From an optimization exercise on the open Yosys and OpenROAD flow, aimed at small area; shortcuts taken in it are not production practice.
Function was checked by simulation only, so behaviour that the tests miss may differ from the original.
No activity file was given, so power comes from the tool's default toggle rates.

[flow/design.v]
module MemoryChip
(
    input logic clk, rst,
    input logic WE_bar,
    input logic[2:0] Address,
    input logic[31:0] DataIn,
    output logic[31:0] DataOut
);
function automatic logic[31:0] default_val(input logic[2:0] a);
    case(a)
        3'd0: default_val = 32'h0_0000_F00;
        3'd1: default_val = 32'h1_0000_000;
        3'd2: default_val = 32'h3_0000_0F0;
        3'd3: default_val = 32'h2_0000_00F;
        3'd4: default_val = 32'h4_0000_F0F;
        3'd5: default_val = 32'h5_0000_F00;
        3'd6: default_val = 32'h6_3030_000;
        default: default_val = 32'h7_0000_000;
    endcase
endfunction
logic[7:0][31:0] mem;
logic[31:0] din0, din1;
assign din0 = DataIn & {32{~rst}};
assign din1 = DataIn | {32{rst}};
logic[7:0][31:0] nxt;
always_comb
    for(int a = 0; a < 8; a++)
        nxt[a] = (din1 & default_val(a[2:0])) | (din0 & ~default_val(a[2:0]));
always_ff @(posedge clk) begin
    for(int a = 0; a < 8; a++)
        if(rst || (!WE_bar && Address == a[2:0]))
            mem[a] <= nxt[a];
end
assign DataOut = mem[Address];
endmodule
module Memory
(
    input logic clk, rst,
    input logic WE_bar,
    input logic[2:0] Address,
    input logic[16:0] DataIn,
    output logic[16:0] DataOut
);
function automatic logic[7:0] reset_byte(input logic[2:0] a);
    case(a)
        3'd2: reset_byte = 8'hF0;
        3'd3: reset_byte = 8'h0F;
        3'd4: reset_byte = 8'h0F;
        default: reset_byte = 8'h00;
    endcase
endfunction
logic[7:0][16:0] mem;
logic[16:0] din0, din1;
assign din0 = DataIn & {17{~rst}};
assign din1 = DataIn | {17{rst}};
logic[7:0][16:0] rv, nxt;
always_comb
    for(int a = 0; a < 8; a++) begin
        rv[a] = {2'b00, 3'b100, 4'h0, reset_byte(a[2:0])};
        nxt[a] = (din1 & rv[a]) | (din0 & ~rv[a]);
    end
always_ff @(posedge clk) begin
    for(int a = 0; a < 8; a++)
        if(rst || (!WE_bar && Address == a[2:0]))
            mem[a] <= nxt[a];
end
assign DataOut = mem[Address];
endmodule
module PosEdge
(
    input logic clk, rst,
    input logic signal,
    output logic pedge
);
logic[1:0] ff;
always_ff @(posedge clk) begin
    if(rst)
        ff <= 2'd0;
    else begin
        ff[0] <= signal;
        ff[1] <= ff[0];
    end
end
assign pedge = ~ff[1] & ff[0];
endmodule
module Pedge
(
    input logic clk, rst,
    input logic signal,
    output logic pedge
);
logic busy, term;
logic[13:0] ctr;
assign term = (ctr == 14'h1E4A);
always_ff @(posedge clk) begin
    if(rst || !busy || term)
        ctr <= 14'h3FFF;
    else
        ctr <= {ctr[12:0], ^(ctr & 14'h3802)};
end
always_ff @(posedge clk) begin
    if(rst) begin
        pedge <= 1'b0;
        busy <= 1'b0;
    end else if(pedge) begin
        pedge <= 1'b0;
        busy <= 1'b1;
    end else if(busy) begin
        if(term)
            busy <= 1'b0;
    end else if(signal)
        pedge <= 1'b1;
end
endmodule
module PWM
(
    input logic clk, rst,
    output logic pulse
);
logic[15:0] ctr;
logic end_high;
assign end_high = pulse && ctr == 16'hC261;
always_ff @(posedge clk) begin
    if(rst) begin
        pulse <= 1'b1;
        ctr <= 16'hFFFF;
    end else begin
        if(end_high || (!pulse && ctr == 16'h7FFF))
            pulse <= ~pulse;
        ctr <= end_high ? 16'hFFFF : {ctr[14:0], ^(ctr & 16'hD008)};
    end
end
endmodule
module SPI
(
    input logic clk, rst,
    input logic start, stop,
    input logic write,
    input logic[7:0] data,
    output logic done,
    output logic sclk, mosi, cs
);
logic pStart, pStop, pWrite;
PosEdge peStart(.clk(clk), .rst(rst), .signal(start), .pedge(pStart));
PosEdge peStop(.clk(clk), .rst(rst), .signal(stop), .pedge(pStop));
PosEdge peWrite(.clk(clk), .rst(rst), .signal(write), .pedge(pWrite));
typedef enum logic[2:0] {IDLE, S0, S1, S2, DONE} state_t;
state_t state;
logic[1:0] sel_sclk;
logic pulse;
always_comb begin
    case(sel_sclk)
        2'd0: sclk = 1'b0;
        2'd2: sclk = pulse;
        default: sclk = 1'b1;
    endcase
end
logic[2:0] ctr;
logic wait_st;
assign wait_st = (state == S0) || (state == DONE);
always_ff @(posedge clk) begin : wav_gen
    if(rst) begin
        ctr <= 3'b0;
        pulse <= 1'b0;
    end else if(sel_sclk == 2'd2) begin
        if(ctr == 3'd7)
            pulse <= ~pulse;
        ctr <= ctr + 1'b1;
    end else begin
        pulse <= 1'b0;
        ctr <= wait_st ? ctr + 1'b1 : 3'd0;
    end
end
logic[3:0] i;
always_ff @(posedge clk) begin
    if(rst) begin
        i <= 0;
    end else if(sel_sclk == 2'd2) begin
        if(sclk == 1'b1 && ctr == 3'd0)
            if(i < 8) i <= i + 1;
            else i <= 0;
    end else
        i <= 1'b0;
end
logic passed;
assign passed = (ctr == 3'd7);
always_ff @(posedge clk) begin
    if(rst) begin
        sel_sclk <= 2'd1;
        cs <= 1'b1;
        mosi <= 1'b0;
        done <= 1'b0;
        state <= IDLE;
    end else begin
        case(state)
            IDLE: begin
                if(pStart) begin
                    cs <= 1'b0;
                    state <= S0;
                end
            end
            S0: begin
                if(passed) begin
                    sel_sclk <= 2'd0;
                    done <= 1'b1;
                    state <= S1;
                end
            end
            S1: begin
                if(pWrite) begin
                    sel_sclk <= 2'd2;
                    done <= 1'b0;
                    state <= S2;
                end
                else if(pStop) begin
                    sel_sclk <= 2'd1;
                    done <= 1'b0;
                    state <= DONE;
                end
            end
            S2: begin
                if(i < 8 && ctr == 3'd2) begin
                    mosi <= data[7 - i];
                end else if(i == 8 && ctr == 3'd7 && !sclk) begin
                    sel_sclk <= 2'd0;
                    mosi <= 1'b0;
                    done <= 1'b1;
                    state <= S1;
                end
            end
            DONE: begin
                if(passed) begin
                    cs <= 1'b1;
                    state <= IDLE;
                end
            end
            default: state <= IDLE;
        endcase
    end
end
endmodule
module I2C
(
    input logic clk, rst,
    input logic S, P,
    input logic write, read,
    input logic[7:0] wData,
    input logic sda_in,
    output logic sda_out, sda_oe,
    output logic sclk,
    output logic[7:0] rData,
    output logic rdy,
    output logic ack
);
typedef enum logic[2:0] {S_IDLE, S_WAIT, WRITE0, WRITE1, READ0, READ1, P_WAIT, BUS_FREE} state_t;
state_t state;
logic[1:0] sel_sclk;
logic pulse;
always_comb begin
    case(sel_sclk)
        2'd1: sclk = pulse;
        2'd2: sclk = 1'b0;
        default: sclk = 1'b1;
    endcase
end
logic[7:0] ctr;
logic passed;
always_comb begin
    case(state)
        S_WAIT, P_WAIT: passed = (ctr == 8'h56);
        BUS_FREE: passed = (ctr == 8'h1B);
        default: passed = 1'b0;
    endcase
end
logic t_low_sample, t_high_sample, half_end;
assign t_low_sample = !pulse && ctr == 8'hAD;
assign t_high_sample = pulse && ctr == 8'hAD;
assign half_end = pulse ? (ctr == 8'h87) : (ctr == 8'hFA);
always_ff @(posedge clk) begin : gen_wav
    if(rst)
        pulse <= 1'b0;
    else if(sel_sclk == 2'd1 && half_end)
        pulse <= ~pulse;
end
always_ff @(posedge clk) begin
    if(rst || (sel_sclk == 2'd1 ? half_end : !((state == S_WAIT || state == P_WAIT || state == BUS_FREE) && !passed)))
        ctr <= 8'hFF;
    else
        ctr <= {ctr[6:0], ^(ctr & 8'hB8)};
end
logic pWrite;
PosEdge posedge_write(.clk(clk), .rst(rst), .signal(write), .pedge(pWrite));
logic pRead;
PosEdge posedge_read(.clk(clk), .rst(rst), .signal(read), .pedge(pRead));
logic is_out;
logic sda;
assign sda_oe = is_out;
assign sda = is_out ? sda_out : sda_in;
logic hello;
PosEdge pHello(.clk(clk), .rst(rst), .signal(S), .pedge(hello));
logic goodbye;
PosEdge pGoodbye(.clk(clk), .rst(rst), .signal(P), .pedge(goodbye));
logic rw;
logic[3:0] nPulse;
always_ff @(posedge clk) begin
    if(rst) begin
        sda_out <= 1'b1;
        sel_sclk <= 2'd0;
        is_out <= 1'b1;
        nPulse <= 1'b0;
        rdy <= 1'b0;
        rw <= 1'b0;
        ack <= 1'b0;
        rData <= 8'h00;
        state <= S_IDLE;
    end else begin
        case(state)
            S_IDLE: begin
                if(hello) begin
                    sda_out <= 1'b0;
                    rdy <= 1'b0;
                    state <= S_WAIT;
                end
            end
            S_WAIT: begin
                if(passed) begin
                    sel_sclk <= 2'd2;
                    rdy <= 1'b1;
                    state <= WRITE0;
                end
            end
            WRITE0: begin
                if(pWrite) begin
                    sel_sclk <= 2'd1;
                    rdy <= 1'b0;
                    ack <= 1'b0;
                    state <= WRITE1;
                end else if(goodbye) begin
                    rw <= 1'b0;
                    sel_sclk <= 2'd0;
                    rdy <= 1'b0;
                    state <= P_WAIT;
                end
            end
            WRITE1: begin
                if(nPulse < 10) begin
                    if(t_low_sample) begin
                        if(nPulse < 8)
                            sda_out <= wData[7 - nPulse];
                        if(nPulse == 8)
                            is_out <= 1'b0;
                        nPulse <= nPulse + 1'b1;
                    end
                    if(nPulse == 9 && t_high_sample)
                        ack <= ~sda;
                end else begin
                    sda_out <= 1'b0;
                    sel_sclk <= 2'd2;
                    is_out <= 1'b1;
                    nPulse <= 0;
                    rdy <= 1'b1;
                    if(!rw) begin
                        rw <= 1'b1;
                        if(wData[0])
                            state <= READ0;
                        else
                            state <= WRITE0;
                    end else
                        state <= WRITE0;
                end
            end
            READ0: begin
                if(pRead) begin
                    sel_sclk <= 2'd1;
                    is_out <= 1'b0;
                    rdy <= 1'b0;
                    state <= READ1;
                end else if(goodbye) begin
                    rw <= 1'b0;
                    sel_sclk <= 2'd0;
                    rdy <= 1'b0;
                    state <= P_WAIT;
                end
            end
            READ1: begin
                if(nPulse < 10) begin
                    if(t_low_sample) begin
                        if(nPulse < 8)
                            rData[7 - nPulse] <= sda;
                        if(nPulse == 8) begin
                            sda_out <= 1'b0;
                            is_out <= 1'b1;
                        end
                        nPulse <= nPulse + 1'b1;
                    end
                end else begin
                    sel_sclk <= 2'd2;
                    is_out <= 1'b1;
                    nPulse <= 0;
                    rdy <= 1'b1;
                    state <= READ0;
                end
            end
            P_WAIT: begin
                if(passed) begin
                    sda_out <= 1'b1;
                    state <= BUS_FREE;
                end
            end
            BUS_FREE: begin
                if(passed) begin
                    rdy <= 1'b1;
                    state <= S_IDLE;
                end
            end
            default: state <= S_IDLE;
        endcase
    end
end
endmodule
module IColor
(
    input logic clk, rst,
    input logic detect,
    input logic led_in,
    input logic sda_in,
    output logic sda_out, sda_oe,
    output logic sclk, led_en,
    output logic R, G, B,
    output logic[2:0] rgb
);
typedef enum logic[4:0] {IDLE, START0, START1, START2, START3, S0, S1, S2, S3, S4, S5, S6, S7, S8, S9, S10, G0, G1, G2, G3, G4, G5, G6, G7, G8, G9, G10, G11, STOP0, STOP1, STOP2, STOP3} state_t;
state_t state;
assign led_en = led_in;
function automatic logic[7:0] send_data(input logic[2:0] idx);
    case(idx)
        3'd0: send_data = 8'h52;
        3'd1: send_data = 8'hA0;
        3'd2: send_data = 8'h03;
        3'd3: send_data = 8'h52;
        3'd4: send_data = 8'hB4;
        3'd5: send_data = 8'h53;
        default: send_data = 8'h00;
    endcase
endfunction
logic[7:0] rData;
logic rdy, rcvd_ack;
logic S, P, write, read;
logic[2:0] widx;  
I2C prtcl(.clk(clk), .rst(rst), .S(S), .write(write), .read(read), .wData(send_data(widx)), .rData(rData), .P(P), .sclk(sclk), .sda_in(sda_in), .sda_out(sda_out), .sda_oe(sda_oe), .rdy(rdy), .ack(rcvd_ack));
logic[9:0] tctr;
logic passed_10ms;
assign passed_10ms = (tctr == 10'h29B);
always_ff @(posedge clk) begin
    if(!rst && (state == S3 || state == S7) && !passed_10ms)
        tctr <= {tctr[8:0], ^(tctr & 10'h240)};
    else
        tctr <= 10'h3FF;
end
logic pDetect;
Pedge peDetect(.clk(clk), .rst(rst), .signal(detect), .pedge(pDetect));
logic[7:2][7:0] buffer;
logic[15:0] red, green, blue;
assign red = {buffer[3], buffer[2]};
assign green = {buffer[5], buffer[4]};
assign blue = {buffer[7], buffer[6]};
logic rg, rb, gb, erg, erb, egb;
assign rg = red > green;
assign rb = red > blue;
assign gb = green > blue;
assign erg = red == green;
assign erb = red == blue;
assign egb = green == blue;
assign rgb[2] = rb && rg;
assign rgb[1] = gb && !rg && !erg;
assign rgb[0] = !rb && !erb && !gb && !egb;
logic pulse;
PWM wav_gen(.clk(clk), .rst(rst), .pulse(pulse));
assign R = rgb[2] & pulse;
assign G = rgb[1] & pulse;
assign B = rgb[0] & pulse;
logic err;
logic[1:0] flag;
logic[3:0] i;
always_ff @(posedge clk) begin
    if(rst) begin
        i <= 4'd0;
        err <= 1'b0;
        flag <= 2'b0;
        {S, P, write, read} <= 4'b0;
        widx <= 3'd7;
        buffer <= 48'h0;
        state <= IDLE;
    end else begin
        case(state)
            IDLE: begin
                if(pDetect) state <= START0;
            end
            START0: begin
                S <= 1'b1;
                state <= START1;
            end
            START1: state <= START2;
            START2: state <= START3;
            START3: begin
                if(rdy) begin
                    S <= 1'b0;
                    case(flag)
                        2'd1: state <= S4;
                        2'd2: state <= S8;
                        default: state <= S0;
                    endcase
                end
            end
            S0: begin
                if(i < 3) begin
                    widx <= i[2:0];
                    write <= 1'b1;
                    state <= G0;
                end else begin
                    write <= 1'b0;
                    state <= S2;
                end
            end
            G0: state <= G1;
            G1: state <= G2;
            G2: begin
                if(rdy) begin
                    write <= 1'b0;
                    state <= S1;
                end
            end
            S1: begin
                if(rcvd_ack) begin
                    i <= i + 1;
                    state <= S0;
                end else begin
                    err <= 1'b1;
                    i <= 1'b0;
                    flag <= 2'd0;
                    state <= STOP0;
                end
            end
            S2: state <= S3;
            S3: begin
                if(passed_10ms) begin
                    flag <= 2'd1;
                    state <= STOP0;
                end
            end
            S4: begin
                if(i < 5) begin
                    widx <= i[2:0];
                    write <= 1'b1;
                    state <= G3;
                end else begin
                    write <= 1'b0;
                    state <= S6;
                end
            end
            G3: state <= G4;
            G4: state <= G5;
            G5: begin
                if(rdy) begin
                    write <= 1'b0;
                    state <= S5;
                end
            end
            S5: begin
                if(rcvd_ack) begin
                    i <= i + 1;
                    state <= S4;
                end else begin
                    err <= 1'b1;
                    i <= 3'd0;
                    flag <= 2'd0;
                    state <= STOP0;
                end
            end
            S6: state <= S7;
            S7: begin
                if(passed_10ms) begin
                    flag <= 2'd2;
                    state <= STOP0;
                end
            end
            S8: begin
                flag <= 2'd0;
                widx <= i[2:0];
                write <= 1'b1;
                state <= G6;
            end
            G6: state <= G7;
            G7: state <= G8;
            G8: begin
                if(rdy) begin
                    write <= 1'b0;
                    state <= S9;
                end
            end
            S9: begin
                if(rcvd_ack) begin
                    i <= 3'b0;
                    state <= S10;
                end else begin
                    err <= 1'b1;
                    i <= 3'd0;
                    flag <= 2'd0;
                    state <= STOP0;
                end
            end
            S10: begin
                if(i < 8) begin
                    read <= 1'b1;
                    state <= G9;
                end else begin
                    i <= 4'd0;
                    state <= STOP0;
                end
            end
            G9: state <= G10;
            G10: state <= G11;
            G11: begin
                if(rdy) begin
                    case(i)
                        4'd2: buffer[2] <= rData;
                        4'd3: buffer[3] <= rData;
                        4'd4: buffer[4] <= rData;
                        4'd5: buffer[5] <= rData;
                        4'd6: buffer[6] <= rData;
                        4'd7: buffer[7] <= rData;
                        default: ;
                    endcase
                    read <= 1'b0;
                    i <= i + 1;
                    state <= S10;
                end
            end
            STOP0: begin
                P <= 1'b1;
                state <= STOP1;
            end
            STOP1: state <= STOP2;
            STOP2: state <= STOP3;
            STOP3: begin
                if(rdy) begin
                    P <= 1'b0;
                    if(err || |flag) begin
                        err <= 1'b0;
                        state <= START0;
                    end else
                        state <= IDLE;
                end
            end
            default: state <= IDLE;
        endcase
    end
end
endmodule
module IDisplay
(
    input logic clk, rst,
    input logic on_off, exec,
    input logic[16:0] IR,  
    input logic osel,      
    output logic rdy,
    output logic sclk, mosi, cs,
    output logic vcc_en, pmod_en, dc, res
);
typedef enum logic[4:0] {IDLE, ON0, ON1, ON2, ON3, ON4, ON5, ON6, ON7, ON8, ON9, GFX0, GFX1, GFX2, DELAY0, DELAY1, DELAY2, DELAY3, DELAY4, DELAY5, OFF0, OFF1, OFF2} state_t;
state_t state;
logic[5:0] i;
function automatic logic[7:0] data_to_send(input logic[5:0] idx);
    case(idx)
        6'd0: data_to_send = 8'hFD;
        6'd1: data_to_send = 8'h12;
        6'd2: data_to_send = 8'hAE;
        6'd3: data_to_send = 8'hA0;
        6'd4: data_to_send = 8'h72;
        6'd5: data_to_send = 8'hA1;
        6'd6: data_to_send = 8'h00;
        6'd7: data_to_send = 8'hA2;
        6'd8: data_to_send = 8'h00;
        6'd9: data_to_send = 8'hA4;
        6'd10: data_to_send = 8'hA8;
        6'd11: data_to_send = 8'h3F;
        6'd12: data_to_send = 8'hAD;
        6'd13: data_to_send = 8'h8E;
        6'd14: data_to_send = 8'hB0;
        6'd15: data_to_send = 8'h0B;
        6'd16: data_to_send = 8'hB1;
        6'd17: data_to_send = 8'h31;
        6'd18: data_to_send = 8'hB3;
        6'd19: data_to_send = 8'hF0;
        6'd20: data_to_send = 8'h8A;
        6'd21: data_to_send = 8'h64;
        6'd22: data_to_send = 8'h8B;
        6'd23: data_to_send = 8'h78;
        6'd24: data_to_send = 8'h8C;
        6'd25: data_to_send = 8'h64;
        6'd26: data_to_send = 8'hBB;
        6'd27: data_to_send = 8'h3A;
        6'd28: data_to_send = 8'hBE;
        6'd29: data_to_send = 8'h3E;
        6'd30: data_to_send = 8'h87;
        6'd31: data_to_send = 8'h06;
        6'd32: data_to_send = 8'h81;
        6'd33: data_to_send = 8'h91;
        6'd34: data_to_send = 8'h82;
        6'd35: data_to_send = 8'h50;
        6'd36: data_to_send = 8'h83;
        6'd37: data_to_send = 8'h7D;
        6'd38: data_to_send = 8'h2E;
        6'd39: data_to_send = 8'h25;
        6'd40: data_to_send = 8'h0;
        6'd41: data_to_send = 8'h0;
        6'd42: data_to_send = 8'h3F;
        6'd43: data_to_send = 8'h1F;
        6'd44: data_to_send = 8'hAF;
        default: data_to_send = 8'h00;
    endcase
endfunction
logic[2:0] cls;
logic[15:0] d;
assign cls = IR[16] ? 3'b001 : IR[14:12];
assign d = IR[15:0];
logic[3:0] nBytes;
always_comb begin
    case(cls)
        3'b000: nBytes = 4'd8;
        3'b001: nBytes = 4'd7;
        3'b101: nBytes = 4'd5;
        3'b100: nBytes = 4'd2;
        default: nBytes = 4'd11;
    endcase
end
logic[3:0] j;
assign j = i[3:0];
logic[7:0] cmd_byte;
always_comb begin
    if(!osel) begin
        if(j == 0) cmd_byte = 8'h26;
        else if(j == 1) cmd_byte = {7'b0, cls == 3'b011 || (cls == 3'b100 && d[4])};
        else cmd_byte = 8'h00;
    end else if(cls == 3'b100) begin
        cmd_byte = d[7:0];
    end else begin
        case(j)
            4'd0: case(cls)
                      3'b000: cmd_byte = 8'h21;
                      3'b001: cmd_byte = 8'h23;
                      3'b101: cmd_byte = 8'h25;
                      default: cmd_byte = 8'h22;
                  endcase
            4'd1, 4'd2: cmd_byte = (cls == 3'b101) ? 8'h00 : 8'h10;
            4'd3: cmd_byte = (cls == 3'b101) ? 8'h5F : 8'h40;
            4'd4: cmd_byte = (cls == 3'b101) ? 8'h3F : 8'h20;
            4'd5: cmd_byte = (cls == 3'b001) ? d[15:8] : {2{d[11:8]}};
            4'd6: cmd_byte = (cls == 3'b001) ? d[7:0] : {2{d[7:4]}};
            4'd7, 4'd10: cmd_byte = {2{d[3:0]}};
            4'd8: cmd_byte = {2{d[11:8]}};
            default: cmd_byte = {2{d[7:4]}};
        endcase
    end
end
logic start, stop, write, done;
logic[7:0] data;
SPI protocol(.clk(clk), .rst(rst), .sclk(sclk), .mosi(mosi), .cs(cs), .start(start), .stop(stop), .write(write), .data(data), .done(done));
logic[15:0] tctr;
logic passed;
always_comb begin
    case(state)
        ON1, ON7: passed = (tctr == 16'hD578);  
        ON2: passed = (tctr == 16'h8F64);       
        ON9: passed = (tctr == 16'h87B1);       
        OFF2: passed = (tctr == 16'h5448);      
        default: passed = 1'b0;
    endcase
end
always_ff @(posedge clk) begin
    if(!rst && (state == ON1 || state == ON2 || state == ON7 || state == ON9 || state == OFF2) && !passed)
        tctr <= {tctr[14:0], ^(tctr & 16'hD008)};
    else
        tctr <= 16'hFFFF;
end
assign dc = 1'b0;
always_ff @(posedge clk) begin
    if(rst) begin
        i <= 6'd0;
        rdy <= 1'b0;
        {res, vcc_en, pmod_en} <= 3'b0;
        {start, stop, write} <= 3'b0;
        data <= 8'h00;
        state <= IDLE;
    end else begin
        case(state)
            IDLE: begin
                if(on_off) begin
                    state <= ON0;
                end
            end
            ON0: begin
                {res, vcc_en, pmod_en} <= 3'b101;
                state <= ON1;
            end
            ON1: begin
                if(passed) begin
                    res <= 1'b0;
                    state <= ON2;
                end
            end
            ON2: begin
                if(passed) begin
                    start <= 1'b1;
                    res <= 1'b1;
                    state <= ON3;
                end
            end
            ON3: begin
                if(done) begin
                    start <= 1'b0;
                    state <= ON4;
                end
            end
            ON4: begin
                if(i < 44) begin
                    write <= 1'b1;
                    data <= data_to_send(i);
                    state <= DELAY0;
                end else
                    state <= ON6;
            end
            DELAY0: state <= DELAY1;
            DELAY1: state <= ON5;
            ON5: begin
                write <= 1'b0;
                if(done) begin
                    i <= i + 1;
                    state <= ON4;
                end
            end
            ON6: begin
                vcc_en <= 1'b1;
                write <= 1'b0;
                state <= ON7;
            end
            ON7: begin
                if(passed) begin
                    write <= 1'b1;
                    data <= data_to_send(i);
                    state <= DELAY2;
                end
            end
            DELAY2: state <= DELAY3;
            DELAY3: state <= ON8;
            ON8: begin
                if(done) begin
                    i <= 1'b0;
                    write <= 1'b0;
                    state <= ON9;
                end
            end
            ON9: begin
                if(passed) state <= GFX0;
            end
            GFX0: begin
                rdy <= 1'b1;
                if(!on_off) begin
                    rdy <= 1'b0;
                    state <= OFF0;
                end
                if(exec) begin
                    rdy <= 1'b0;
                    state <= GFX1;
                end
            end
            GFX1: begin
                if(i < nBytes) begin
                    write <= 1'b1;
                    data <= cmd_byte;
                    state <= DELAY4;
                end else begin
                    i <= 0;
                    state <= GFX0;
                end
            end
            DELAY4: state <= DELAY5;
            DELAY5: state <= GFX2;
            GFX2: begin
                write <= 1'b0;
                if(done) begin
                    i <= i + 1;
                    state <= GFX1;
                end
            end
            OFF0: begin
                write <= 1'b1;
                data <= 8'hAE;
                if(done) begin
                    stop <= 1'b1;
                    state <= OFF1;
                end
            end
            OFF1: begin
                {vcc_en, stop} <= 2'b0;
                state <= OFF2;
            end
            OFF2: begin
                if(passed) begin
                    pmod_en <= 1'b0;
                    state <= IDLE;
                end
            end
            default: state <= IDLE;
        endcase
    end
end
endmodule
module IKeyboard
(
    input logic clk, rst,
    input logic[3:0] row,
    output logic[3:0] col, key,
    output logic key_was_pressed
);
logic[3:0] grp;
logic[1:0] ff;
assign key_was_pressed = ~ff[1] & ff[0];
logic[8:0] ctr;
logic[1:0] r;
logic hit;
always_comb begin
    hit = 1'b1;
    r = 2'd0;
    case(row)
        4'b0111: r = 2'd0;
        4'b1011: r = 2'd1;
        4'b1101: r = 2'd2;
        4'b1110: r = 2'd3;
        default: hit = 1'b0;
    endcase
end
function automatic logic[3:0] keymap(input logic[1:0] c, input logic[1:0] r);
    case({c, r})
        4'h0: keymap = 4'h1;
        4'h1: keymap = 4'h4;
        4'h2: keymap = 4'h7;
        4'h3: keymap = 4'h0;
        4'h4: keymap = 4'h2;
        4'h5: keymap = 4'h5;
        4'h6: keymap = 4'h8;
        4'h7: keymap = 4'hF;
        4'h8: keymap = 4'h3;
        4'h9: keymap = 4'h6;
        4'hA: keymap = 4'h9;
        4'hB: keymap = 4'hE;
        4'hC: keymap = 4'hA;
        4'hD: keymap = 4'hB;
        4'hE: keymap = 4'hC;
        default: keymap = 4'hD;
    endcase
endfunction
logic scan;
logic[1:0] c;
always_comb begin
    scan = 1'b1;
    c = 2'd0;
    case(ctr)
        9'h0B8: c = 2'd0;  
        9'h14F: c = 2'd1;  
        9'h0EB: c = 2'd2;  
        9'h12E: c = 2'd3;  
        default: scan = 1'b0;
    endcase
end
always_ff @(posedge clk) begin
    if(rst) begin
        ctr <= 9'h1FF;
        grp <= 4'b0;
        col <= 4'b0;
        key <= 4'b0;
        ff <= 2'b0;
    end else begin
        ff[0] <= |grp;
        ff[1] <= ff[0];
        ctr <= (ctr == 9'h12E) ? 9'h1FF : {ctr[7:0], ^(ctr & 9'h110)};
        case(ctr)
            9'h0DA: col <= 4'b0111;  
            9'h02B: col <= 4'b1011;  
            9'h058: col <= 4'b1101;  
            9'h0AF: col <= 4'b1110;  
            default: ;
        endcase
        if(scan) begin
            grp[c] <= hit;
            if(hit) key <= keymap(c, r);
        end
    end
end
endmodule
module IEncoder
(
    input logic clk, rst,
    input logic A, B,
    output logic add, sub
);
typedef enum logic[3:0] {IDLE, A0, A1, A2, B0, B1, B2, SUB, ADD, IDLE_ADD, IDLE_SUB} state_t;
state_t state;
assign add = (state == IDLE_ADD);
assign sub = (state == IDLE_SUB);
always_ff @(posedge clk) begin
    if(rst)
        state <= IDLE;
    else
        case(state)
            IDLE, IDLE_ADD, IDLE_SUB: begin
                if(~A)
                    state <= A0;
                else if(~B)
                    state <= B0;
                else
                    state <= IDLE;
            end
            A0: begin
                if(A)
                    state <= IDLE;
                else if(~B)
                    state <= A1;
            end
            A1: begin
                if(B)
                    state <= A0;
                else if(A)
                    state <= A2;
            end
            A2: begin
                if(~A)
                    state <= A1;
                else if(B)
                    state <= SUB;
            end
            SUB: state <= IDLE_SUB;
            B0: begin
                if(B)
                    state <= IDLE;
                else if(~A)
                    state <= B1;
            end
            B1: begin
                if(A)
                    state <= B0;
                else if(B)
                    state <= B2;
            end
            B2: begin
                if(~B)
                    state <= B1;
                else if(A)
                    state <= ADD;
            end
            ADD: state <= IDLE_ADD;
            default:
                state <= IDLE;
        endcase
end
endmodule
module SegmentRefresh
(
    input logic clk, rst,
    output logic[2:0] idx
);
logic[6:0] ctr;
always_ff @(posedge clk) begin
    if(rst) begin
        ctr <= 7'h7F;
        idx <= 3'd0;
    end else if(ctr == 7'h69) begin
        idx <= idx + 1'b1;
        ctr <= 7'h7F;
    end else
        ctr <= {ctr[5:0], ^(ctr & 7'h60)};
end
endmodule
module ISegmentDisplay
(
    input logic[3:0] val,
    output logic[7:0] C
);
always_comb begin
    case(val)
        4'd0: C = 8'b00000011;
        4'd1: C = 8'b10011111;
        4'd2: C = 8'b00100101;
        4'd3: C = 8'b00001101;
        4'd4: C = 8'b10011001;
        4'd5: C = 8'b01001001;
        4'd6: C = 8'b01000001;
        4'd7: C = 8'b00011111;
        4'd8: C = 8'b00000001;
        4'd9: C = 8'b00001001;
        4'hA: C = 8'b00010001;
        4'hB: C = 8'b11000001;
        4'hC: C = 8'b01100011;
        4'hD: C = 8'b10000101;
        4'hE: C = 8'b01100001;
        default: C = 8'b01110001;
    endcase
end
endmodule
module Programmer
(
    input logic clk, rst,
    input logic mode,  
    input logic[1:0] stage,
    input logic[3:0] row,
    output logic[3:0] col,
    input logic A, B,
    input logic btn, swt,
    output logic[7:0] AN, C,
    output logic[2:0] Addr,
    input logic[7:0][3:0] RF_Data,
    output logic WE_bar,
    output logic[31:0] entrdCommand
);
logic kwp;
logic[3:0] key;
IKeyboard PmodKYPD(.clk(clk), .rst(rst), .row(row), .col(col), .key(key), .key_was_pressed(kwp));
logic add, sub;
IEncoder PmodENC(.clk(clk), .rst(rst), .A(A), .B(B), .add(add), .sub(sub));
logic[2:0] i;
logic[7:0][3:0] kypd_buffer;
assign entrdCommand = kypd_buffer;
always_ff @(posedge clk) begin : writer_kypd_buffer
    if(rst) begin
        kypd_buffer <= 0;
        i <= 0;
    end else if(kwp & !mode & !swt) begin
        kypd_buffer[i] <= key;
        i <= i + 1;
    end else if(add & !mode & swt) i <= i + 1;
    else if(sub & !mode & swt) i <= i - 1;
end
logic[2:0] k;
SegmentRefresh arbiter(.clk(clk), .rst(rst), .idx(k));
assign AN = ~(8'b1 << k);
logic pBTN;
Pedge pedge_btn(.clk(clk), .rst(rst), .signal(btn), .pedge(pBTN));
always_ff @(posedge clk) begin
    if(rst) begin
        WE_bar <= 1'b1;
        Addr <= 0;
    end else if(WE_bar) begin
        if(add & mode & (stage == 0)) Addr <= Addr + 1;
        else if(sub & mode & (stage == 0)) Addr <= Addr - 1;
        if(pBTN & (stage == 0)) WE_bar <= 1'b0;
    end else begin
        WE_bar <= 1'b1;
        Addr <= Addr + 1'b1;
    end
end
logic[3:0] val;
assign val = mode ? RF_Data[k] : kypd_buffer[k];
logic[7:0] c;
ISegmentDisplay display(.val(val), .C(c));
assign C = {c[7:1], c[0] & ~(!mode && k == i)};
endmodule
module Compiler
(
    input logic clk, rst,
    input logic compile,
    input logic[31:0] DataIn,
    input logic[2:0] color,  
    output logic WE_bar, done,
    output logic[2:0] Addr,
    output logic[16:0] DataOut
);
logic pCompile;
Pedge peCompile(.clk(clk), .rst(rst), .signal(compile), .pedge(pCompile));
logic[2:0] cls_in;
always_comb begin
    case(DataIn[31:28])
        4'd0: cls_in = 3'b000;
        4'd1: cls_in = 3'b100;
        4'd2: cls_in = 3'b010;
        4'd3: cls_in = 3'b011;
        4'd4: cls_in = 3'b110;
        4'd5: cls_in = 3'b111;
        4'd6: cls_in = 3'b001;  
        default: cls_in = 3'b101;
    endcase
end
typedef enum logic[2:0] {IDLE, S0, S1, S2, S3, S4, S0W} state_t;
state_t state;
logic[3:0] i;
always_ff @(posedge clk) begin
    if(rst)
        DataOut <= {1'b0, 1'b0, 3'b100, 12'h0};
    else if(state == S1) begin
        if(DataIn[31:28] == 4'd6)
            DataOut <= {1'b1, DataIn[27:12]};
        else
            DataOut <= {1'b0, DataIn[27], cls_in, DataIn[11:0]};
    end else if(state == S4 && !DataOut[16] && DataOut[14] && (DataOut[13] || !DataOut[12]))
        DataOut <= {DataOut[16:15], 1'b0, DataOut[13:12], {4{color[2]}}, {4{color[1]}}, {4{color[0]}}};
end
assign WE_bar = (state != S0W);
always_ff @(posedge clk) begin
    if(rst) begin
        Addr <= 0;
        done <= 1'b0;
        i <= 0;
        state <= IDLE;
    end else begin
        case(state)
            IDLE: begin
                done <= 1'b1;
                if(pCompile) begin
                    done <= 1'b0;
                    state <= S0;
                end
            end
            S0, S0W: begin
                if(i < 8) begin
                    i <= i + 1;
                    state <= S1;
                end else begin
                    i <= 0;
                    state <= IDLE;
                end
            end
            S1: state <= S2;
            S2: begin
                Addr <= Addr + 1;
                state <= S3;
            end
            S3: state <= S4;
            S4: state <= S0W;
            default: state <= IDLE;
        endcase
    end
end
endmodule
module ExecModule
(
    input logic clk, rst,
    input logic rdy_oled, rdy_compiler, run,
    input logic[16:0] DataIn,
    output logic draw,
    output logic[2:0] Addr,
    output logic[16:0] IR,
    output logic osel
);
logic pRun;
Pedge peRun(.clk(clk), .rst(rst), .signal(run), .pedge(pRun));
typedef enum logic[2:0] {IDLE, S0, S1, S2, S3, S4} state_t;
state_t state;
logic sel_oIR;
assign draw = (state == S2) || (state == S4);
always_ff @(posedge clk) begin
    if(rst) begin
        IR <= {2'b00, 3'b100, 12'h0};
        Addr <= 0;
        sel_oIR <= 1'b0;
        osel <= 1'b0;
        state <= IDLE;
    end else begin
        osel <= sel_oIR;
        if(state == S1) begin
            IR <= DataIn;
            Addr <= Addr + 1;
        end
        case(state)
            IDLE: begin
                if(rdy_compiler & rdy_oled & pRun) state <= S0;
            end
            S0: begin
                sel_oIR <= 1'b0;
                state <= S1;
            end
            S1: state <= S2;
            S2: state <= S3;
            S3: begin
                if(rdy_oled) begin
                    sel_oIR <= 1'b1;
                    state <= S4;
                end
            end
            S4: begin
                sel_oIR <= 1'b1;
                state <= IDLE;
            end
            default: state <= IDLE;
        endcase
    end
end
endmodule
module System
(
    input logic clk, rst,
    input logic mode,  
    input logic[1:0] stage,  
    input logic on_off,  
    input logic detect,  
    input logic compile,  
    input logic run,  
    input logic[3:0] row,
    output logic[3:0] col,
    input logic A_ENC, B_ENC,
    input logic btn, swt,
    input logic led_in,
    input logic sda_in,  
    output logic sda_out, sda_oe,  
    output logic sclk_c, led_en,
    output logic sclk_o, mosi, cs,
    output logic vcc_en, pmod_en, dc, res,
    output logic R, G, B,
    output logic[7:0] AN, C,
    output logic[2:0] mem_addr
);
logic WE_bar_0;
logic[2:0] RF_Addr;
logic[31:0] entrdCommand;
logic[31:0] DataOut;
logic[2:0] Addr_RF;
logic[2:0] rgb;
logic WE_bar_1, cmpl_done, compl;
logic[2:0] IS_RF_Addr;
logic[16:0] cmpldCommand;
logic[16:0] exeCommand;
logic[2:0] Addr_IS;
logic oled_draw, oled_rdy, oled_sel;
logic[16:0] oled_IR;
logic exe;
logic[2:0] IS_Addr;
assign mem_addr = (stage == 0 || stage == 1) ? Addr_RF : Addr_IS;
assign Addr_RF = (stage == 0) ? RF_Addr : (stage == 1) ? IS_RF_Addr : 3'd0;
assign Addr_IS = (stage == 1) ? IS_RF_Addr : (stage == 2) ? IS_Addr : 3'd0;
assign compl = (stage == 1) ? compile : 1'b0;
assign exe = (stage == 2) ? run : 1'b0;
IColor PmodCOLOR(.clk(clk), .rst(~rst), .detect(detect), .led_in(led_in), .sda_in(sda_in), .sda_out(sda_out), .sda_oe(sda_oe), .sclk(sclk_c), .led_en(led_en), .R(R), .G(G), .B(B),
                 .rgb(rgb));
Programmer code_writer(.clk(clk), .rst(~rst), .mode(mode), .stage(stage), .row(row), .col(col), .A(A_ENC), .B(B_ENC), .btn(btn), .swt(swt),
                       .AN(AN), .C(C), .WE_bar(WE_bar_0), .Addr(RF_Addr), .entrdCommand(entrdCommand), .RF_Data(DataOut));
MemoryChip reg_file(.clk(clk), .rst(~rst), .WE_bar(WE_bar_0), .Address(Addr_RF), .DataIn(entrdCommand), .DataOut(DataOut));
Compiler to_executable(.clk(clk), .rst(~rst), .compile(compl), .DataIn(DataOut), .color(rgb), .WE_bar(WE_bar_1), .done(cmpl_done),
                       .Addr(IS_RF_Addr), .DataOut(cmpldCommand));
Memory dot_exe(.clk(clk), .rst(~rst), .WE_bar(WE_bar_1), .Address(Addr_IS), .DataIn(cmpldCommand), .DataOut(exeCommand));
ExecModule driver(.clk(clk), .rst(~rst), .rdy_oled(oled_rdy), .rdy_compiler(cmpl_done), .run(exe), .DataIn(exeCommand), .Addr(IS_Addr),
                  .draw(oled_draw), .IR(oled_IR), .osel(oled_sel));
IDisplay PmodOLED(.clk(clk), .rst(~rst), .on_off(on_off), .exec(oled_draw), .IR(oled_IR), .osel(oled_sel), .rdy(oled_rdy),
                  .sclk(sclk_o), .mosi(mosi), .vcc_en(vcc_en), .pmod_en(pmod_en), .cs(cs), .dc(dc), .res(res));
endmodule
[flow/run.sh]
#!/bin/bash
# synth_recipe.tcl (not shown) runs the flow's synth.tcl, then flattens the netlist and writes it again
# the make line also repeats each setting of config.mk as NAME=value (left out here)
make -C /OpenROAD-flow-scripts/flow DESIGN_CONFIG=/design/flow/config.mk WORK_HOME=/design/flow/orfs CLKGATE_MAP_FILE= SYNTH_SCRIPT=/design/flow/synth_recipe.tcl finish
[flow/config.mk]
export PLATFORM = sky130hd
export DESIGN_NAME = System
export DESIGN_NICKNAME = System
export VERILOG_FILES = /design/flow/design.v
export SDC_FILE = /design/flow/constraint.sdc
export NUM_CORES = 4
export LEC_CHECK = 0
export CAP_MARGIN = 20
export CORE_MARGIN = 2
export CORE_UTILIZATION = 40
export SLEW_MARGIN = 20
[flow/constraint.sdc]
create_clock -name core_clock -period 20.0 [get_ports {clk}]
set_input_delay 4.0000 -clock core_clock [delete_from_list [all_inputs] [get_ports {clk}]]
set_output_delay 4.0000 -clock core_clock [all_outputs]
set_load 0.01 [all_outputs]
==> summary.txt, run 1 <==
Ys Warns -> 16
Core area -> 91,400 µm²
GPL Wtd Cong -> 0.870
Num ports -> 56
FP Rows -> 111
DRC -> 0
IO Port Bufs -> 52
Worst-path fanout max -> 29
Max Clock Freq -> 73.2 MHz
Sequential Power Share -> 48.2%
Number of global-route vias before repair -> 26,225
Yosys top cell area share -> 32.0%
Leakage Power -> 0.0147 µW
H-tree depth -> 3
Die boundary height -> 307 µm
P_sw -> 964 µW
Syn Area/Cell -> 10.0 µm²
Delay-heaviest family, CP -> compound AO/OA/AOI/OAI gates
Worst-Margin Slew -> 1030 ps
Via count -> 27,905
PD cells -> 92.4 nW/µm²
Syn Std Cell Area -> 36,700 µm²
GRT Total Usage -> 20.2%
WL final -> 97,200 µm
Vias per cell -> 5.71
Internal power -> 2850 µW
# diodes -> 0
Clock Path Buffers -> 3
Worst-path clk slew -> 60 ps
Fin nets -> 3,772
Top cell by count, worst path -> clkdlybuf4s50_1
Final slew viol count -> 0
Post-synth EDFFs -> 392
Pin count of the biggest net entering global routing -> 137
Initial antenna violation count -> 0
Num Clock Sinks -> 790
GR Overflow Total -> 0
Worst Path Buf+Inv -> 2
Cts bufs inserted -> 82
CTS tree -> built
Main synth FF type -> dfxtp_1
Syn Nets -> 3,797
Unrepaired setup endpoints after global routing -> no
Worst-Skew Late Latency -> 650 ps
CP max-delay cell -> clkdlybuf4s50_1
Hold Buf Count CTS -> 0
Cell area after layout -> 41,300 µm²
Synth area leader -> edfxtp_1
Reg-to-reg startpoint -> driver.IR[12]$_SDFFE_PN0N_
Endpoints failing hold -> 0
Startpoint Class -> input pin
First-pass GRT wire length -> 152,000 µm
Post-CTS setup buffer count -> 0
Maximum vdd drop -> 0.0912 mV
Crit Path Class -> input pin to primary output
Final worst path period need -> 13,650 ps
Worst path cell trace -> clkdlybuf4s50_1 -> or4b_1 -> nand2_2 -> a221o_1 -> o22ai_1 -> mux4_2 -> a2111oi_0 -> a41o_1 -> ha_1 -> nor3b_1 -> a211oi_1 -> clkdlybuf4s50_1
DRT Pass-1 Iters -> 10
Layout overhead on the synthesized area -> 12.5%
Layout cells sized above 1 -> 8.40%
Instance count of the mapped netlist -> 3,657
Logic pwr share -> 10.2%
Critical path arrival -> 9650 ps
CP Launch Point -> stage[1]
Die W -> 307 µm
Placed instance area -> 38,500 µm²
Final cycle utilization of the critical path -> 68.3%
Skew final -> 32.6 ps
Hold path startpoint -> PmodCOLOR.prtcl.pHello.ff[0]$_SDFF_PN0_
Cts repair resizes -> 0
Initial Util -> 40.2%
Register area share after synthesis -> 53.7%
Clk root buf -> clkbuf_16
Top cells by area, synth -> edfxtp_1 (32%), dfxtp_1 (22%), nand2_1 (4.1%), ha_1 (4.1%), a21oi_1 (3.2%)
CP peak stage delay -> 850 ps
CP Data Required Time -> 16,000 ps
Final TNS setup -> 0 ps
Drt wl/cell -> 19.9 µm
Iteration-0 DRC Markers -> 2,631
Status -> no timing/DRC/antenna violations
Slew HR -> 30.5%
Post-synth ARST share -> 0%
Hold crit path type -> register to register
Flop and latch count out of synthesis -> 790
Die area -> 94,300 µm²
Worst setup EP type -> primary output
Switching share of power -> 25.3%
Clock power share -> 41.6%
Post-DP HPWL -> 63,000 µm
Post-synthesis cell type count -> 110
Final setup viols -> 0
Routed Antenna Nets -> 0
Number of max-cap violations -> 0
==> Yosys cell counts, types with 72 or more instances <==
cell type / number
inv_1: 133
clkbuf_1: 153
nor3_1: 72
edfxtp_1: 392
dfxtp_1: 398
o21ai_0: 151
ha_1: 121
nand3_1: 159
nand2b_1: 130
a21oi_1: 232
nand2_1: 405
nor2_1: 277
==> logic make-up after synthesis <==
logic type               share of synthesized area [%]
AO/OA/AOI/OAI                                     16.2
XOR/XNOR                                          1.10
adder cells (fa/ha/maj)                           4.15
buffers and inverters                             3.90
flip-flops                                        53.7
multiplexers                                      1.75
other                                           0.0102
AND/OR/NAND/NOR                                   19.2
==> cell type report <==
cell class | instances | area [µm²]
fillers | 8600 | 50000
repair buffers | 104 | 933
multi-input cells | 2516 | 15800
well taps | 1186 | 1480
flip-flops and latches | 790 | 19700
clock buffers | 110 | 2290
clock inverters | 43 | 527
inverters | 138 | 523
==> per-stage QoR <==
stage | utilization (%) | cells | worst slack, ps | power, µW | hold slack (ps)
after floorplan | - | 3657 | 8890 | 2140 | 397
after global placement | 42.1 | 4732 | 6210 | 2260 | 414
after detailed placement | 42.1 | 4732 | 6090 | 2260 | 418
after CTS | 45.2 | 4885 | 6070 | 3850 | 432
after global routing | 45.2 | 4887 | 6210 | 3970 | 448
final | 45.2 | 4887 | 6350 | 3820 | 429
==> state kept, by name (all words and copies together), names as in the netlist, 16 cells and up, named ones only <==
name                     cells
PmodCOLOR.buffer            48
driver.IR                   17
dot_exe.mem                136
PmodOLED.tctr               16
code_writer.kypd_buffer     32
to_executable.DataOut       17
reg_file.mem               256
PmodCOLOR.wav_gen.ctr       16
==> final timing paths <==
path / slack [ps] / cells after the start / end
setup / recovery: 6350 / 12 / C[7]
hold / removal: 430 / 2 / PmodCOLOR.prtcl.pHello.ff[1]$_SDFF_PN0_
setup reg to reg: 15020 / 13 / register
hold reg to reg: 430 / 2 / PmodCOLOR.prtcl.pHello.ff[1]$_SDFF_PN0_
==> per-layer routing <==
metal | vias to the layer above | wire (µm) | part of all wire (%) | global-route usage, %
li1 | 13384 | - | - | -
met1 | 13474 | 44400 | 46 | 28.1
met2 | 877 | 45200 | 47 | 33.2
met3 | 170 | 5230 | 5.4 | 2.49
met4 | 0 | 2390 | 2.5 | 5.48
met5 | - | 0 | 0 | 0
==> cells in the final DEF, fill, tap and decap left out, types with 29 or more instances in the layout <==
cell type	instances
clkdlybuf4s50_1	50
a31oi_1	50
a311oi_1	29
nor3_1	70
nand3_1	159
nand4_1	31
dfxtp_1	398
o22ai_1	69
or2_2	49
edfxtp_1	392
xnor2_1	33
buf_4	49
o21ai_0	151
mux2i_1	43
clkbuf_16	84
ha_1	121
a21oi_1	232
inv_1	132
nand2b_1	130
a22oi_1	36
a211oi_1	46
nand2_1	405
and2_1	67
nor2_1	276
nor2b_1	33
==> worst reg2reg max path, cell delays in order, from the launching register on <==
cell and delay (ps):
dfxtp_1 500, nor2_1 80, o21ai_0 340, ha_1 330, a2111o_1 420, or2_1 280
o21ai_1 660, mux2i_1 800, inv_1 290, ha_1 340, and2_1 180, a21oi_1 120
o22ai_1 110, a211o_1 400
==> power by group through the flow <==
stage,clock network [µW],logic [µW],registers (µW)
after floorplan,0,309,1830
after global placement,0,382,1880
after detailed placement,0,384,1870
after CTS,1620,386,1840
after global routing,1690,433,1850
final,1590,388,1840
==> inputs of run 2 (changes only) <==
--- a/flow/design.v
+++ b/flow/design.v
@@ -431,3 +431,12 @@
 );
-typedef enum logic[4:0] {IDLE, START0, START1, START2, START3, S0, S1, S2, S3, S4, S5, S6, S7, S8, S9, S10, G0, G1, G2, G3, G4, G5, G6, G7, G8, G9, G10, G11, STOP0, STOP1, STOP2, STOP3} state_t;
+typedef enum logic[4:0] {
+    START0 = 5'b000_00, START1 = 5'b000_01, START2 = 5'b000_10, START3 = 5'b000_11,
+    S0     = 5'b001_00, G0     = 5'b001_01, G1     = 5'b001_10, G2     = 5'b001_11,
+    S4     = 5'b010_00, G3     = 5'b010_01, G4     = 5'b010_10, G5     = 5'b010_11,
+    S8     = 5'b011_00, G6     = 5'b011_01, G7     = 5'b011_10, G8     = 5'b011_11,
+    S10    = 5'b100_00, G9     = 5'b100_01, G10    = 5'b100_10, G11    = 5'b100_11,
+    STOP0  = 5'b101_00, STOP1  = 5'b101_01, STOP2  = 5'b101_10, STOP3  = 5'b101_11,
+    IDLE   = 5'b110_00, S1     = 5'b110_01, S2     = 5'b110_10, S3     = 5'b110_11,
+    S9     = 5'b111_00, S5     = 5'b111_01, S6     = 5'b111_10, S7     = 5'b111_11
+} state_t;
 state_t state;
@@ -476,2 +485,9 @@
 assign rgb[0] = !rb && !erb && !gb && !egb;
+logic[7:0] rData_in;
+assign rData_in = rData & {8{~rst}};
+always_ff @(posedge clk) begin
+    for(int n = 2; n < 8; n++)
+        if(rst || (state == G11 && rdy && i == n))
+            buffer[n] <= rData_in;
+end
 logic pulse;
@@ -491,3 +507,2 @@
         widx <= 3'd7;
-        buffer <= 48'h0;
         state <= IDLE;
@@ -624,11 +639,2 @@
                 if(rdy) begin
-                    case(i)
-                        4'd2: buffer[2] <= rData;
-                        4'd3: buffer[3] <= rData;
-                        4'd4: buffer[4] <= rData;
-                        4'd5: buffer[5] <= rData;
-                        4'd6: buffer[6] <= rData;
-                        4'd7: buffer[7] <= rData;
-                        default: ;
-                    endcase
                     read <= 1'b0;
@@ -1006,59 +1012,38 @@
 );
-typedef enum logic[3:0] {IDLE, A0, A1, A2, B0, B1, B2, SUB, ADD, IDLE_ADD, IDLE_SUB} state_t;
-state_t state;
-assign add = (state == IDLE_ADD);
-assign sub = (state == IDLE_SUB);
+logic dir;
+logic[2:0] lvl;
+assign add = (lvl == 3'd5) & dir;
+assign sub = (lvl == 3'd5) & ~dir;
+logic P, Q;
+assign P = dir ? B : A;
+assign Q = dir ? A : B;
 always_ff @(posedge clk) begin
-    if(rst)
-        state <= IDLE;
-    else
-        case(state)
-            IDLE, IDLE_ADD, IDLE_SUB: begin
-                if(~A)
-                    state <= A0;
-                else if(~B)
-                    state <= B0;
-                else
-                    state <= IDLE;
-            end
-            A0: begin
-                if(A)
-                    state <= IDLE;
-                else if(~B)
-                    state <= A1;
-            end
-            A1: begin
-                if(B)
-                    state <= A0;
-                else if(A)
-                    state <= A2;
-            end
-            A2: begin
-                if(~A)
-                    state <= A1;
-                else if(B)
-                    state <= SUB;
-            end
-            SUB: state <= IDLE_SUB;
-            B0: begin
-                if(B)
-                    state <= IDLE;
-                else if(~A)
-                    state <= B1;
+    if(rst) begin
+        dir <= 1'b0;
+        lvl <= 3'd0;
+    end else
+        case(lvl)
+            3'd1: begin
+                if(P) lvl <= 3'd0;
+                else if(~Q) lvl <= 3'd2;
+            end
+            3'd2: begin
+                if(Q) lvl <= 3'd1;
+                else if(P) lvl <= 3'd3;
+            end
+            3'd3: begin
+                if(~P) lvl <= 3'd2;
+                else if(Q) lvl <= 3'd4;
+            end
+            3'd4: lvl <= 3'd5;
+            default: begin
+                if(~A) begin
+                    dir <= 1'b0;
+                    lvl <= 3'd1;
+                end else if(~B) begin
+                    dir <= 1'b1;
+                    lvl <= 3'd1;
+                end else
+                    lvl <= 3'd0;
             end
-            B1: begin
-                if(A)
-                    state <= B0;
-                else if(B)
-                    state <= B2;
-            end
-            B2: begin
-                if(~B)
-                    state <= B1;
-                else if(A)
-                    state <= ADD;
-            end
-            ADD: state <= IDLE_ADD;
-            default:
-                state <= IDLE;
         endcase
@@ -1132,12 +1117,17 @@
 assign entrdCommand = kypd_buffer;
-always_ff @(posedge clk) begin : writer_kypd_buffer
-    if(rst) begin
-        kypd_buffer <= 0;
+always_ff @(posedge clk) begin : writer_i
+    if(rst)
         i <= 0;
-    end else if(kwp & !mode & !swt) begin
-        kypd_buffer[i] <= key;
+    else if(kwp & !mode & !swt)
         i <= i + 1;
-    end else if(add & !mode & swt) i <= i + 1;
+    else if(add & !mode & swt) i <= i + 1;
     else if(sub & !mode & swt) i <= i - 1;
 end
+logic[3:0] key_in;
+assign key_in = key & {4{~rst}};
+always_ff @(posedge clk) begin : writer_kypd_buffer
+    for(int n = 0; n < 8; n++)
+        if(rst || (kwp & !mode & !swt & i == n[2:0]))
+            kypd_buffer[n] <= key_in;
+end
 logic[2:0] k;
==> flow/flow/run.sh (new file) <==
#!/bin/bash
# The standard layout (the standard.sh, standard synthesis unchanged) with
# two changes:
#  - before the placement's repair_design, flow/downsize.tcl gives the
#    combinational cells their smallest size and the port buffers buf_1;
#    repair_design then fixes slew and capacitance as usual;
#  - clock tree synthesis adds no dummy loads and builds the tree from
#    clkbuf_4 cells driving clusters of up to 8 flip-flops.
# Every tool's output goes to standard_flow.log here, and ORFS's own logs
# stay under orfs/logs.
set -euo pipefail
cd "$(dirname "$0")/.."
CTS="-sink_clustering_enable -repair_clock_nets -dont_use_dummy_load"
CTS="$CTS -buf_list sky130_fd_sc_hd__clkbuf_4 -sink_clustering_size 8 -sink_clustering_max_diameter 40"
bash standard.sh "CTS_ARGS=$CTS" "PRE_RESIZE_TCL=$PWD/flow/downsize.tcl" finish > standard_flow.log 2>&1
test -f out/final.def
==> flow/flow/downsize.tcl (new file) <==
# Before the placement's repair_design: give every combinational cell the
# smallest drive strength of its kind, and make the port buffers buf_1.
# repair_design, which runs next, then fixes any slew, capacitance or fanout
# limit this breaks. Registers keep their cell type and size.
set dont_use {}
if { [info exists ::env(DONT_USE_CELLS)] } { set dont_use $::env(DONT_USE_CELLS) }
proc is_dont_use { name dont_use } {
  foreach pat $dont_use { if { [string match $pat $name] } { return 1 } }
  return 0
}
set n 0
set saved 0.0
foreach inst [get_cells *] {
  set master [get_property $inst ref_name]
  if { $master eq "sky130_fd_sc_hd__clkdlybuf4s50_1" } {
    set saved [expr { $saved + [get_property [get_lib_cells $master] area] - [get_property [get_lib_cells sky130_fd_sc_hd__buf_1] area] }]
    replace_cell $inst sky130_fd_sc_hd__buf_1
    incr n
    continue
  }
  if { ![regexp {^sky130_fd_sc_hd__([a-z0-9]+)_([0-9]+)$} $master -> base size] } { continue }
  if { [regexp {^(s?dfx|edf|dfr|dfs|dfb|sdf|dl|tap|fill|decap|conb|clk|lpflow|probe|diode)} $base] } { continue }
  set best $master
  set best_area [get_property [get_lib_cells $master] area]
  foreach lc [get_lib_cells sky130_fd_sc_hd__${base}_*] {
    set name [get_name $lc]
    if { ![regexp "^sky130_fd_sc_hd__${base}_\[0-9\]+\$" $name] } { continue }
    if { [is_dont_use $name $dont_use] } { continue }
    set a [get_property $lc area]
    if { $a < $best_area - 1e-6 } { set best $name; set best_area $a }
  }
  if { $best ne $master } {
    set saved [expr { $saved + [get_property [get_lib_cells $master] area] - $best_area }]
    replace_cell $inst $best
    incr n
  }
}
puts "downsize: $n cells resized, [format %.1f $saved] um2 less"
==> flow/standard.sh (new file) <==
#!/bin/bash
# synth_recipe.tcl (not shown) runs the flow's synth.tcl, then flattens the netlist and writes it again
# the make line also repeats each setting of config.mk as NAME=value (left out here)
make -C /OpenROAD-flow-scripts/flow DESIGN_CONFIG=/design/flow/config.mk WORK_HOME=/design/flow/orfs CLKGATE_MAP_FILE= SYNTH_SCRIPT=/design/flow/synth_recipe.tcl "${@:-finish}"
removed: flow/run.sh
==> run 2 against run 1 <==
Compared with the run above: area after synthesis fell by 1.1%; wire length fell by 4.1%; synthesized cell count fell by 6.4%; clock power fell by 46%; sequential share of layout area rose by 4.7 points; first-iteration DRC count fell by 8.0%; register-to-register slack got worse by 220 ps; critical path type unchanged; critical endpoint is now C[4].
==> summary.txt, run 2 <==
Clock Path Buffers -> 3 (unchanged)
Post-synthesis cell type count -> 87 (was 110)
Yosys top cell area share -> 39.0% (was 32.0%)
Status -> no timing/DRC/antenna violations (unchanged)
Slew HR -> 29.3% (was 30.5%)
Synth area leader -> edfxtp_1 (unchanged)
Top cells by area, synth -> edfxtp_1 (39%), dfxtp_1 (18%), ha_1 (4.2%), nand2_1 (3.4%), o21ai_0 (2.7%) (was edfxtp_1 (32%), dfxtp_1 (22%), nand2_1 (4.1%), ha_1 (4.1%), a21oi_1 (3.2%))
Final cycle utilization of the critical path -> 63.9% (was 68.3%)
H-tree depth -> 4 (was 3)
Leakage Power -> 0.0142 µW (was 0.0147 µW)
CP Data Required Time -> 16,000 ps (about the same)
First-pass GRT wire length -> 145,000 µm (was 152,000 µm)
Worst path cell trace -> buf_1 -> nor4bb_1 -> buf_1 -> or2_1 -> buf_2 -> buf_16 -> a22oi_1 -> and3_1 -> a31oi_1 -> mux2_2 -> o21ai_0 -> o22ai_1 -> inv_1 -> ha_1 -> inv_1 -> mux2i_1 -> mux2i_1 -> buf_1 (was clkdlybuf4s50_1 -> or4b_1 -> nand2_2 -> a221o_1 -> o22ai_1 -> mux4_2 -> a2111oi_0 -> a41o_1 -> ha_1 -> nor3b_1 -> a211oi_1 -> clkdlybuf4s50_1)
Busiest metal layer after global routing -> met2 (unchanged)
DRC -> 0 (unchanged)
Initial antenna violation count -> 3 (was 0)
Max Clock Freq -> 78.2 MHz (was 73.2 MHz)
Met2 Usage GRT -> 32.1% (was 33.2%)
Largest reg by FF count -> reg_file.mem (unchanged)
Iteration-0 DRC Markers -> 2,421 (was 2,631)
Initial Util -> 40.4% (was 40.2%)
Max reg flops -> 256 (unchanged)
Cts bufs inserted -> 140 (was 82)
GRT Total Usage -> 19.7% (was 20.2%)
Post-synth ARST share -> 0% (unchanged)
Pin count of the biggest net entering global routing -> 47 (was 137)
Commonest non-fill, non-tap cell in the layout -> edfxtp_1 (was nand2_1)
Syn Std Cell Area -> 36,300 µm² (was 36,700 µm²)
CP peak stage delay -> 720 ps (was 850 ps)
Flop and latch count out of synthesis -> 790 (unchanged)
Drt wl/cell -> 20.0 µm (was 19.9 µm)
DRT Pass-1 Iters -> 7 (was 10)
Post-synth EDFFs -> 472 (was 392)
Vias per cell -> 5.67 (was 5.71)
Ys Warns -> 16 (unchanged)
Endpoints failing hold -> 0 (unchanged)
Via count -> 26,446 (was 27,905)
WL final -> 93,200 µm (was 97,200 µm)
Final slew viol count -> 0 (unchanged)
Die boundary height -> 305 µm (was 307 µm)
Syn Nets -> 3,564 (was 3,797)
Worst setup EP type -> primary output (unchanged)
Cts repair resizes -> 0 (unchanged)
Final setup viols -> 0 (unchanged)
Die area -> 93,300 µm² (was 94,300 µm²)
Num ports -> 56 (unchanged)
Worst-path fanout max -> 24 (was 29)
Routed Antenna Nets -> 0 (unchanged)
Post-DP HPWL -> 62,100 µm (was 63,000 µm)
Register area share after synthesis -> 56.5% (was 53.7%)
Hold crit path type -> register to register (unchanged)
CTS tree -> built (unchanged)
Clk root buf -> clkbuf_4 (was clkbuf_16)
Critical path arrival -> 8780 ps (was 9650 ps)
Layout cells sized above 1 -> 8.96% (was 8.40%)
Met3 usage -> 3.31% (was 2.49%)
Crit Path Class -> input pin to primary output (unchanged)
Post-CTS setup buffer count -> 0 (unchanged)
Top cell by count, worst path -> buf_1 (was clkdlybuf4s50_1)
Core area -> 90,000 µm² (was 91,400 µm²)
PD cells -> 78.0 nW/µm² (was 92.4 nW/µm²)
Setup WS pre-CTS -> 7220 ps (was 6090 ps)
Syn Area/Cell -> 10.6 µm² (was 10.0 µm²)
Delay-heaviest family, CP -> buffers and inverters (was compound AO/OA/AOI/OAI gates)
Worst-Skew Late Latency -> 1020 ps (was 650 ps)
Number of max-cap violations -> 0 (unchanged)
Final TNS setup -> 0 ps (unchanged)
Maximum vdd drop -> 0.0499 mV (was 0.0912 mV)
CP max-delay cell -> buf_1 (was clkdlybuf4s50_1)
Startpoint Class -> input pin (unchanged)
Worst-path clk slew -> 70 ps (was 60 ps)
Layout overhead on the synthesized area -> 7.74% (was 12.5%)
GPL Wtd Cong -> 0.878 (was 0.870)
GRT met1 Usage -> 26.5% (was 28.1%)
Instance count of the mapped netlist -> 3,423 (was 3,657)
Top Registers -> reg_file.mem x256, dot_exe.mem x136, PmodCOLOR.buffer x48 (unchanged)
Fin nets -> 3,624 (was 3,772)
Unrepaired setup endpoints after global routing -> no (unchanged)
Placed instance area -> 38,100 µm² (was 38,500 µm²)
Cell area after layout -> 39,200 µm² (was 41,300 µm²)
Post-route setup slack -> 7220 ps (was 6350 ps)
Final worst path period need -> 12,780 ps (was 13,650 ps)
IO Port Bufs -> 52 (unchanged)
Main synth FF type -> edfxtp_1 (was dfxtp_1)
Worst Path Buf+Inv -> 7 (was 2)
Top-count cell post-synth -> edfxtp_1 (was nand2_1)
FP Rows -> 110 (was 111)
Hold Buf Count CTS -> 0 (unchanged)
Die W -> 305 µm (was 307 µm)
Skew final -> 135 ps (was 32.6 ps)
Fin Hold WS -> 400 ps (was 429 ps)
Most frequent cells in the layout -> edfxtp_1 (472), nand2_1 (332), dfxtp_1 (318) (was nand2_1 (405), dfxtp_1 (398), edfxtp_1 (392))
Num Clock Sinks -> 790 (unchanged)
Worst-Margin Slew -> 1060 ps (was 1030 ps)
GR Overflow Total -> 0 (unchanged)
Number of global-route vias before repair -> 25,297 (was 26,225)
Total power -> 3060 µW (was 3820 µW)
Commonest cells post-synth -> edfxtp_1 (472), nand2_1 (332), dfxtp_1 (318) (was nand2_1 (405), dfxtp_1 (398), edfxtp_1 (392))
[run 2: where the power goes]
group | total, µW | internal [µW] | switching (µW)
clock | 852 | 320 | 532
sequential | 1860 | 1800 | 65.0
combinational | 341 | 124 | 217
[run 2: layer usage]
| layer | vias to the layer above | share of wire [%] |
|---|---|---|
| met5 | - | 0.014 |
| li1 | 12674 | - |
| met3 | 165 | 6.1 |
| met4 | 2 | 2.2 |
| met1 | 12686 | 45 |
| met2 | 919 | 47 |
[run 2: final cells by class]
cell class / count / area (µm²)
diodes: 4 / 10.0
clock buffers: 140 / 1050
fillers: 8644 / 50800
inverters: 132 / 495
multi-input cells: 2288 / 14500
flip-flops and latches: 790 / 20500
well taps: 1176 / 1470
repair buffers: 131 / 1090
[run 2: path summary, 6_finish.rpt]
check                               startpoint                            to  slack, ps  cells past startpoint
hold reg to reg   PmodCOLOR.tctr[5]$_SDFF_PN1_  PmodCOLOR.tctr[6]$_SDFF_PN1_        400                      1
setup reg to reg    driver.IR[12]$_SDFFE_PN0P_                      register      14800                     13
setup / recovery                      stage[0]                          C[4]       7220                     18
hold / removal    PmodCOLOR.tctr[5]$_SDFF_PN1_  PmodCOLOR.tctr[6]$_SDFF_PN1_        400                      1
[run 2: logic make-up after synthesis]
| group | count (synthesis) | synth area share [%] |
|---|---|---|
| simple gates | 1235 | 17.7 |
| compound gates | 818 | 14.7 |
| flops | 790 | 56.5 |
| buf+inv | 345 | 3.76 |
| fa+ha+maj | 124 | 4.25 |
| xor+xnor | 57 | 1.37 |
| mux | 53 | 1.64 |
| other cells | 1 | 0.0103 |
[run 2: stage by stage]
stage | instances | utilization (%)
2_1_floorplan | 3423 | -
3_3_place_gp | 4483 | 42.3
3_5_place_dp | 4517 | 42.3
4_1_cts | 4657 | 43.5
5_1_grt | 4660 | 43.5
6_report | 4661 | 43.5

afterwards: timing with drivers on the ports:
The flow's constraints put no driver on any port. The routed layouts listed below were extracted and timed again, unchanged, in two steps.
Step 1 assumes that a clkbuf_16 drives the clock port and a buf_2 every other input.
Step 2 times the ports against the registers' clock, not the clock port: input delays grow and output delays shrink by t, the midpoint of the rising clock arrivals with the driver on.
Three values: no drivers, after step 1, after step 2; two values: the first two.
run | t (ns) | slack for setup (ns) | clock arrival spread, ns | slew at the worst register clock pin (ns) | worst slew at a driven data input, ns
run 1 | 0.700 | 6.346 / 6.296 / 6.296 | 0.034 / 0.034 | 0.07 / 0.07 | 0.13
run 2 | 1.026 | 7.219 / 7.192 / 7.192 | 0.135 / 0.135 | 0.09 / 0.09 | 0.06
After both steps every run listed still meets setup and hold. The setup slack of run 1, which loses most, moves by -0.050 ns with the drivers and by -0.050 ns with both steps.
